Background: an optimization exercise with open tools, aiming at small area. Do not read the settings as production practice.
The RTL was checked by simulation tests, not by an equivalence proof against the original design.
Power and IR drop assume default switching activity.

Setup of lane 1:
==> flow/design.v <==
module pong_main
#(
  parameter SCR_W = 1280,
  parameter SCR_H = 720,
  parameter SIM = 1'b0
)
(
  input  wire        CLK,
  input  wire        RST,
  input  wire [10:0] H_CNT,
  input  wire [10:0] V_CNT,
  input  wire        EncA_QA,
  input  wire        EncA_QB,
  input  wire        EncB_QA,
  input  wire        EncB_QB,
  output wire [7:0]  RED,
  output wire [7:0]  GREEN,
  output wire [7:0]  BLUE,
  output wire [3:0]  LED
);
  function [11:0] add11;             
    input [10:0] a, b;
    integer i;
    reg c;
    begin
      c = 1'b0;
      for (i = 0; i < 11; i = i + 1) begin
        add11[i] = a[i] ^ b[i] ^ c;
        c = (a[i] & b[i]) | ((a[i] ^ b[i]) & c);
      end
      add11[11] = c;
    end
  endfunction
  function [11:0] add11c;            
    input [10:0] a, b;
    input        ci;
    integer i;
    reg c;
    begin
      c = ci;
      for (i = 0; i < 11; i = i + 1) begin
        add11c[i] = a[i] ^ b[i] ^ c;
        c = (a[i] & b[i]) | ((a[i] ^ b[i]) & c);
      end
      add11c[11] = c;
    end
  endfunction
  function [10:0] addk11;            
    input [10:0] a;
    input        en, dn;
    integer i;
    reg c, k;
    begin
      c = 1'b0;
      for (i = 0; i < 11; i = i + 1) begin
        k = (i == 0) ? en : (en & dn);
        addk11[i] = a[i] ^ k ^ c;
        c = (a[i] & k) | ((a[i] ^ k) & c);
      end
    end
  endfunction
  function [6:0] addk7;              
    input [6:0] a;
    input       en, dn;
    integer i;
    reg c, k;
    begin
      c = 1'b0;
      for (i = 0; i < 7; i = i + 1) begin
        k = (i == 0) ? en : (en & dn);
        addk7[i] = a[i] ^ k ^ c;
        c = (a[i] & k) | ((a[i] ^ k) & c);
      end
    end
  endfunction
  function [8:0] mul5;               
    input [6:0] a;
    integer i;
    reg c;
    reg [8:0] x, y;
    begin
      x = {2'b00, a};
      y = {a, 2'b00};
      c = 1'b0;
      for (i = 0; i < 9; i = i + 1) begin
        mul5[i] = x[i] ^ y[i] ^ c;
        c = (x[i] & y[i]) | ((x[i] ^ y[i]) & c);
      end
    end
  endfunction
  function [3:0] addk4;              
    input [3:0] a;
    input       en;
    integer i;
    reg c;
    begin
      c = en;
      for (i = 0; i < 4; i = i + 1) begin
        addk4[i] = a[i] ^ c;
        c = c & a[i];
      end
    end
  endfunction
  function gec12;                    
    input [11:0] x, k;
    integer i;
    reg ge;
    begin
      ge = 1'b1;
      for (i = 0; i < 12; i = i + 1)
        ge = k[i] ? (x[i] & ge) : (x[i] | ge);
      gec12 = ge;
    end
  endfunction
  function win;                      
    input [10:0] y;
    input [11:0] a;
    win = gec12({1'b0, y}, a - 12'd7) & ~gec12({1'b0, y}, a + 12'd8);
  endfunction
  localparam [3:0] START = 4'd0, RLM = 4'd1, LRM = 4'd2, LRUL = 4'd3,
                   LRUR = 4'd4, LRL = 4'd5, TBR = 4'd6, BTR = 4'd7,
                   RLL = 4'd8, BTL = 4'd9;
  reg [10:0] lf;           
  reg [3:0]  hb;           
  reg [10:0] bhn;          
  reg [6:0]  jl, jr;       
  reg        apre, bpre;
  reg [3:0]  seg;
  reg [4:0]  u;            
  reg        mv;           
  wire [10:0] bh = ~bhn;
  wire start = (seg == START);
  wire [11:0] sh = ~add11(~H_CNT, bh);
  wire in_h = gec12(sh, 12'd2041) & ~gec12(sh, 12'd2056);
  wire cp   = (seg == LRL) | (seg == TBR) | (seg == BTL);              
  wire [11:0] y2s = add11c(V_CNT, bh ^ {11{cp}}, cp);
  wire [10:0] y2 = y2s[10:0];
  wire w_lrul = win(y2, 12'd379);
  wire w_r    = win(y2, 12'd1624);
  wire w_btr  = win(y2, 12'd1081);
  wire w_lrl  = win(y2, 12'd341);
  wire w_tbr  = win(y2, 12'd1689);
  wire w_btl  = win(y2, 12'd1846);
  wire bh_btr_lo = gec12({1'b0, bh}, 12'd1074) & ~gec12({1'b0, bh}, 12'd1082);   
  wire bh_btr_hi = gec12({1'b0, bh}, 12'd1082) & ~gec12({1'b0, bh}, 12'd1089);   
  wire bh_btl_lo = gec12({1'b0, bh}, 12'd202) & ~gec12({1'b0, bh}, 12'd210);
  wire bh_btl_hi = gec12({1'b0, bh}, 12'd195) & ~gec12({1'b0, bh}, 12'd202);
  wire vsmall = (V_CNT[10:3] == 8'd0);
  reg in_v;
  always @(*) begin
    case (seg)
      LRUL:       in_v = w_lrul;
      LRUR, RLL:  in_v = w_r;
      BTR:        in_v = w_btr & ~bh_btr_lo & ~(bh_btr_hi & vsmall);
      LRL:        in_v = w_lrl;
      TBR:        in_v = w_tbr;
      BTL:        in_v = w_btl & ~bh_btl_lo & ~(bh_btl_hi & vsmall);
      default:    in_v = gec12({1'b0, V_CNT}, 12'd353) & ~gec12({1'b0, V_CNT}, 12'd368);
    endcase
  end
  wire ball = in_h & in_v & (bhn[10:3] != 8'hFF);
  wire top  = (V_CNT == 11'd0) | (V_CNT == 11'd719);
  wire [6:0]  jp = H_CNT[10] ? jr : jl;
  wire [8:0]  t5 = mul5(jp);
  wire [11:0] sp = ~add11(~V_CNT, {2'b00, t5});
  wire pcol = (H_CNT == 11'd3) | (H_CNT == 11'd11) | (H_CNT == 11'd1272) | (H_CNT == 11'd1280);
  wire pad  = pcol & gec12(sp, 12'd2138) & ~gec12(sp, 12'd2319);
  wire white = ball | top;
  assign RED   = {8{white | pad}};
  assign GREEN = {8{white}};
  assign BLUE  = {8{white}};
  wire lf_z    = (lf[9:0] == 10'd0);
  wire lf_wrap = lf[10] & lf_z;
  always @(posedge CLK or posedge RST)
    if (RST) begin
      lf <= 11'd0;
      hb <= 4'd0;
    end else begin
      lf <= {lf[9:0], lf[10] ^ lf[8] ^ lf_z};
      hb <= addk4(hb, lf_wrap);
    end
  assign LED = hb;
  wire a_fall = apre & ~EncA_QA;
  wire b_fall = bpre & ~EncB_QA;
  wire jl_max = jl[6] & jl[3];                        
  wire jl_min = (jl == 7'd0);
  wire jr_max = jr[6] & jr[3];
  wire jr_min = (jr == 7'd0);
  wire a_en = a_fall & ~(EncA_QB ? jl_min : jl_max);
  wire b_en = b_fall & ~(EncB_QB ? jr_min : jr_max);
  always @(posedge CLK or posedge RST)
    if (RST) begin
      apre <= 1'b0;
      bpre <= 1'b0;
      jl   <= 7'd36;
      jr   <= 7'd36;
    end else begin
      apre <= EncA_QA;
      bpre <= EncB_QA;
      jl   <= addk7(jl, a_en, EncA_QB);
      jr   <= addk7(jr, b_en, EncB_QB);
    end
  wire l_top = gec12({5'd0, jl}, 12'd37) & ~gec12({5'd0, jl}, 12'd55);
  wire l_bot = gec12({5'd0, jl}, 12'd18) & ~gec12({5'd0, jl}, 12'd36);
  wire l_mid = (jl == 7'd36);
  wire r_top = gec12({5'd0, jr}, 12'd37) & ~gec12({5'd0, jr}, 12'd55);
  wire r_bot = gec12({5'd0, jr}, 12'd18) & ~gec12({5'd0, jr}, 12'd36);
  reg       go_start, stay;
  reg [3:0] nseg;
  always @(*) begin
    go_start = 1'b0;
    stay     = 1'b0;
    nseg     = seg;
    case (seg)
      RLM:  if (bh == 11'd0) go_start = 1'b1;
            else if (bh == 11'd19) begin
              if (l_bot)      nseg = LRL;
              else if (l_top) nseg = LRUL;
              else if (l_mid) nseg = LRM;
            end
      LRM:  if (bh == 11'd1271) go_start = 1'b1;
            else if (bh == 11'd1264) begin
              if (r_top)      nseg = LRUR;
              else if (r_bot) nseg = RLL;
            end
      LRUL: if (bh == 11'd369) nseg = TBR;
      LRL:  if (bh == 11'd370) nseg = BTR;
      RLL:  if (bh == 11'd913) nseg = BTL;
      BTL:  if (bh == 11'd8) go_start = 1'b1;
      TBR:  if (bh == 11'd1272) go_start = 1'b1;
            else stay = 1'b1;
      default:                        
            if (bh == 11'd1272) go_start = 1'b1;
    endcase
  end
  wire u_z   = (u[3:0] == 4'd0);
  wire step  = ~start & ~mv & u[4] & u_z;
  wire left  = (seg == RLM) | (seg == RLL) | (seg == BTL);
  wire h_en  = step | (mv & stay);
  wire [10:0] bhn_step = addk11(bhn, h_en, ~left);
  always @(posedge CLK or posedge RST)
    if (RST) begin
      seg <= START;
      u   <= 5'd0;
      mv  <= 1'b0;
      bhn <= ~11'd640;
    end else begin
      bhn <= (mv & go_start) ? ~11'd640 : bhn_step;
      if (start)
        seg <= RLM;
      else if (mv) begin
        if (go_start) begin
          seg <= START;
          mv  <= 1'b0;
        end else if (!stay) begin
          seg <= nseg;
          mv  <= 1'b0;
        end
      end else begin
        u  <= {u[3:0], u[4] ^ u[2] ^ u_z};
        mv <= step;
      end
    end
endmodule
==> flow/config.mk <==
export PLATFORM = sky130hd
export DESIGN_NAME = pong_main
export DESIGN_NICKNAME = pong_main
export VERILOG_FILES = /design/flow/design.v
export SDC_FILE = /design/flow/constraint.sdc
export NUM_CORES = 4
export LEC_CHECK = 0
export CAP_MARGIN = 20
export CORE_MARGIN = 2
export CORE_UTILIZATION = 40
export SLEW_MARGIN = 20
==> flow/constraint.sdc <==
create_clock -name core_clock -period 10.0 [get_ports {CLK}]
set_input_delay 2.0000 -clock core_clock [delete_from_list [all_inputs] [get_ports {CLK}]]
set_output_delay 2.0000 -clock core_clock [all_outputs]
set_load 0.01 [all_outputs]
standard.sh (not shown) runs the stock make flow with config.mk's settings and CLKGATE_MAP_FILE= SYNTH_SCRIPT=/design/flow/synth_recipe.tcl, a recipe that flattens the netlist after the stock synthesis.
==> flow/flow/run.sh <==
#!/bin/bash
# Layout flow: the standard flow (standard.sh), with three changes.
#  1. After the standard synthesis, its combinational logic is optimised
#     further; flip-flops (names and cells), full adders and half adders are
#     kept.  polarity.py picks the polarity of each full adder so that fewer
#     inverters sit between adders, ports and flip-flops; remap.sh re-maps the
#     remaining gates with ABC for area.  The result is proven equivalent to
#     the standard netlist (flip-flops cut, SAT on a miter) before it replaces
#     it; if anything fails the standard netlist is kept.
#  2. The port buffers are the smallest buffer (buf_1) instead of the default
#     choice (a delay cell).
#  3. Clock tree synthesis uses clkbuf_8 buffers and no dummy loads.
# Each tool writes its full output to its own log file in this folder.
set -euo pipefail
export BUFFER_PORTS_ARGS="-buffer_cell sky130_fd_sc_hd__buf_1"
export CTS_ARGS="-sink_clustering_enable -repair_clock_nets -dont_use_dummy_load -buf_list sky130_fd_sc_hd__clkbuf_8 -sink_clustering_size 16 -sink_clustering_max_diameter 100"

bash standard.sh synth > standard_synth.log 2>&1

R=orfs/results/${FLOW_PLATFORM}/pong_main/base
LIB=${FLOW_HOME}/platforms/${FLOW_PLATFORM}/lib/sky130_fd_sc_hd__tt_025C_1v80.lib
YOSYS=$(dirname "${FLOW_HOME}")/tools/install/yosys/bin/yosys
mkdir -p opt
cp "$R/1_2_yosys.v" opt/standard.v

optimise() {
  python3 flow/polarity.py opt/standard.v opt/polarity.v > opt/polarity.log 2>&1
  bash flow/remap.sh opt/polarity.v opt/remap.v "$LIB" "$YOSYS" > opt/remap_sh.log 2>&1
  python3 flow/cutff.py opt/standard.v opt/standard_cut.v > opt/cutff.log 2>&1
  python3 flow/cutff.py opt/remap.v opt/remap_cut.v >> opt/cutff.log 2>&1
  cat > opt/equiv.ys <<EOT
read_liberty -ignore_miss_func $LIB
read_verilog opt/standard_cut.v
rename pong_main gold
read_verilog opt/remap_cut.v
rename pong_main gate
flatten gold gate
miter -equiv -flatten -make_outputs gold gate miter
hierarchy -top miter
sat -verify -prove trigger 0 miter
EOT
  "$YOSYS" -l opt/equiv.log opt/equiv.ys > /dev/null 2>&1
  grep -q 'SUCCESS' opt/equiv.log
  # same flip-flops, by name and cell
  diff <(grep -o 'sky130_fd_sc_hd__df[a-z0-9_]* *[^ (]*' opt/standard.v | sort) \
       <(grep -o 'sky130_fd_sc_hd__df[a-z0-9_]* *[^ (]*' opt/remap.v | sort) > opt/ff_diff.log
}

if optimise; then
  cp opt/remap.v "$R/1_2_yosys.v"
  rm -f "$R/1_synth.odb" "$R/1_synth.sdc"
  echo "optimised netlist used" > opt/status.txt
else
  echo "optimisation failed; standard netlist kept" > opt/status.txt
fi

bash standard.sh > standard.log 2>&1
==> flow/flow/remap.sh <==
#!/bin/bash
# remap.sh IN.v OUT.v LIB YOSYS
# Re-maps the combinational logic of a mapped netlist with ABC, keeping the
# flip-flops, full adders and half adders as they are.
set -euo pipefail
in=$1; out=$2; lib=$3; yosys=$4
ys=$out.ys
{
  echo "read_liberty -ignore_miss_func $lib"
  echo "read_verilog $in"
  echo "hierarchy -top pong_main"
  for c in $(grep -o 'sky130_fd_sc_hd__\(df\|fa_\|ha_\|conb_\)[a-z0-9_]*' "$in" | sort -u); do echo "blackbox $c"; done
  echo "flatten"
  echo "opt_clean -purge"
  echo "abc -liberty $lib -dont_use *lpflow* -dont_use *probe* -script +strash;&get,-n;&deepsyn,-T,20;&put;dch;map,-a;topo"
  echo "opt_clean -purge"
  echo "splitnets"
  echo "opt_clean -purge"
  echo "hilomap -singleton -hicell sky130_fd_sc_hd__conb_1 HI -locell sky130_fd_sc_hd__conb_1 LO"
  echo "insbuf -buf sky130_fd_sc_hd__buf_4 A X"
  echo "opt_clean -purge"
  echo "stat -liberty $lib"
  echo "write_verilog -noattr -noexpr $out"
} > "$ys"
"$yosys" -q -l "$out.log" "$ys" > /dev/null
Other scripts of this flow, unchanged in this note and not shown: flow/flow/cutff.py, flow/flow/polarity.py
Inputs modified between lane 1 and lane 2:
--- a/flow/flow/run.sh
+++ b/flow/flow/run.sh
@@ -26,5 +26,22 @@
 optimise() {
   python3 flow/polarity.py opt/standard.v opt/polarity.v > opt/polarity.log 2>&1
-  bash flow/remap.sh opt/polarity.v opt/remap.v "$LIB" "$YOSYS" > opt/remap_sh.log 2>&1
+  # a few ABC scripts; the smallest result is used
+  local best="" best_area="" i=0 s a
+  for s in "strash;&get,-n;&deepsyn,-T,20;&put;dch;map,-a;topo" \
+           "strash;&get,-n;&deepsyn,-T,20;&put;dch;map,-a;topo;strash;dch;map,-a;topo" \
+           "strash;&get,-n;&deepsyn,-T,20;&put;dch,-f;map,-a,-B,0;topo" \
+           "strash;dch,-f;map,-a;topo;strash;dch,-f;map,-a;topo"; do
+    i=$((i + 1))
+    if bash flow/remap.sh opt/polarity.v opt/remap$i.v "$LIB" "$YOSYS" "$s" > opt/remap_sh$i.log 2>&1; then
+      a=$(python3 flow/area.py "$LIB" opt/remap$i.v)
+      echo "script $i: $s area $a" >> opt/remap_choice.log
+      if [[ -z "$best" ]] || python3 -c "import sys; sys.exit(0 if $a < $best_area else 1)"; then
+        best=opt/remap$i.v; best_area=$a
+      fi
+    fi
+  done
+  [[ -n "$best" ]]
+  echo "chosen: $best" >> opt/remap_choice.log
+  cp "$best" opt/remap.v
   python3 flow/cutff.py opt/standard.v opt/standard_cut.v > opt/cutff.log 2>&1
   python3 flow/cutff.py opt/remap.v opt/remap_cut.v >> opt/cutff.log 2>&1
==> flow/flow/area.py (new file) <==
#!/usr/bin/env python3
"""Print the total cell area of a mapped netlist.  usage: area.py LIB NETLIST"""
import re, sys
area = {}
cell = None
for line in open(sys.argv[1]):
    m = re.match(r'\s*cell\s*\(\s*"?([\w]+)"?\s*\)', line)
    if m: cell = m.group(1); continue
    m = re.match(r'\s*area\s*:\s*([\d.]+)', line)
    if m and cell and cell not in area: area[cell] = float(m.group(1))
t = open(sys.argv[2]).read()
print('%.4f' % sum(area[c] for c in re.findall(r'^\s*(sky130_fd_sc_hd__\w+)\s+\S+\s*\(', t, re.M)))
--- a/flow/flow/remap.sh
+++ b/flow/flow/remap.sh
@@ -1,8 +1,9 @@
 #!/bin/bash
-# remap.sh IN.v OUT.v LIB YOSYS
+# remap.sh IN.v OUT.v LIB YOSYS [ABC_SCRIPT]
 # Re-maps the combinational logic of a mapped netlist with ABC, keeping the
 # flip-flops, full adders and half adders as they are.
 set -euo pipefail
 in=$1; out=$2; lib=$3; yosys=$4
+script=${5:-"strash;&get,-n;&deepsyn,-T,20;&put;dch;map,-a;topo"}
 ys=$out.ys
 {
@@ -13,5 +14,5 @@
   echo "flatten"
   echo "opt_clean -purge"
-  echo "abc -liberty $lib -dont_use *lpflow* -dont_use *probe* -script +strash;&get,-n;&deepsyn,-T,20;&put;dch;map,-a;topo"
+  echo "abc -liberty $lib -dont_use *lpflow* -dont_use *probe* -script +$script"
   echo "opt_clean -purge"
   echo "splitnets"
[summary]
Lane 2 vs. lane 1: proportion of cell area spent on the clock network comparable, total power of the final layout shows an increase of 0.013 mW, internal power consumption grew by about 0.8%. The design area number comes out higher for lane 1 vs lane 2. Between lane 1 and lane 2, non-clock buffer total of the final layout decreased. Compared with lane 1, in lane 2 worst hold slack shows a reduction of 0.0053 ns; slack of the critical path saw an increase; routability congestion estimate rose 4.7%; remaining design rule violation count about even. In lane 2 the routed wire length turned out 3.2% lower than in lane 1. ~same clock group share of total power in lane 1 and lane 2.

## what the ideal ports hide
The results above use ideal ports. As a check the final layouts listed here were re-extracted and re-timed, cells and wires unchanged.
Step 1, drivers: a clkbuf_16 drives CLK and a buf_2 each remaining input, both assumed.
Step 2 times the ports against the registers' clock, not the clock port: input delays grow and output delays shrink by t, the midpoint of the rising clock arrivals with the driver on.
a / b / c = no drivers / after step 1 / after step 2; a / b = the first two.
run	t, ns	setup WS [ns]	worst register clock-pin slew, ns
lane 1	0.328	0.372 / 0.351 / 0.351	0.10 / 0.10
lane 2	0.331	0.438 / 0.416 / 0.416	0.11 / 0.11
After both steps setup and hold are still met in every run listed. For lane 2, which loses most, drivers alone change the setup slack by -0.022 ns; drivers and shift together by -0.022 ns.
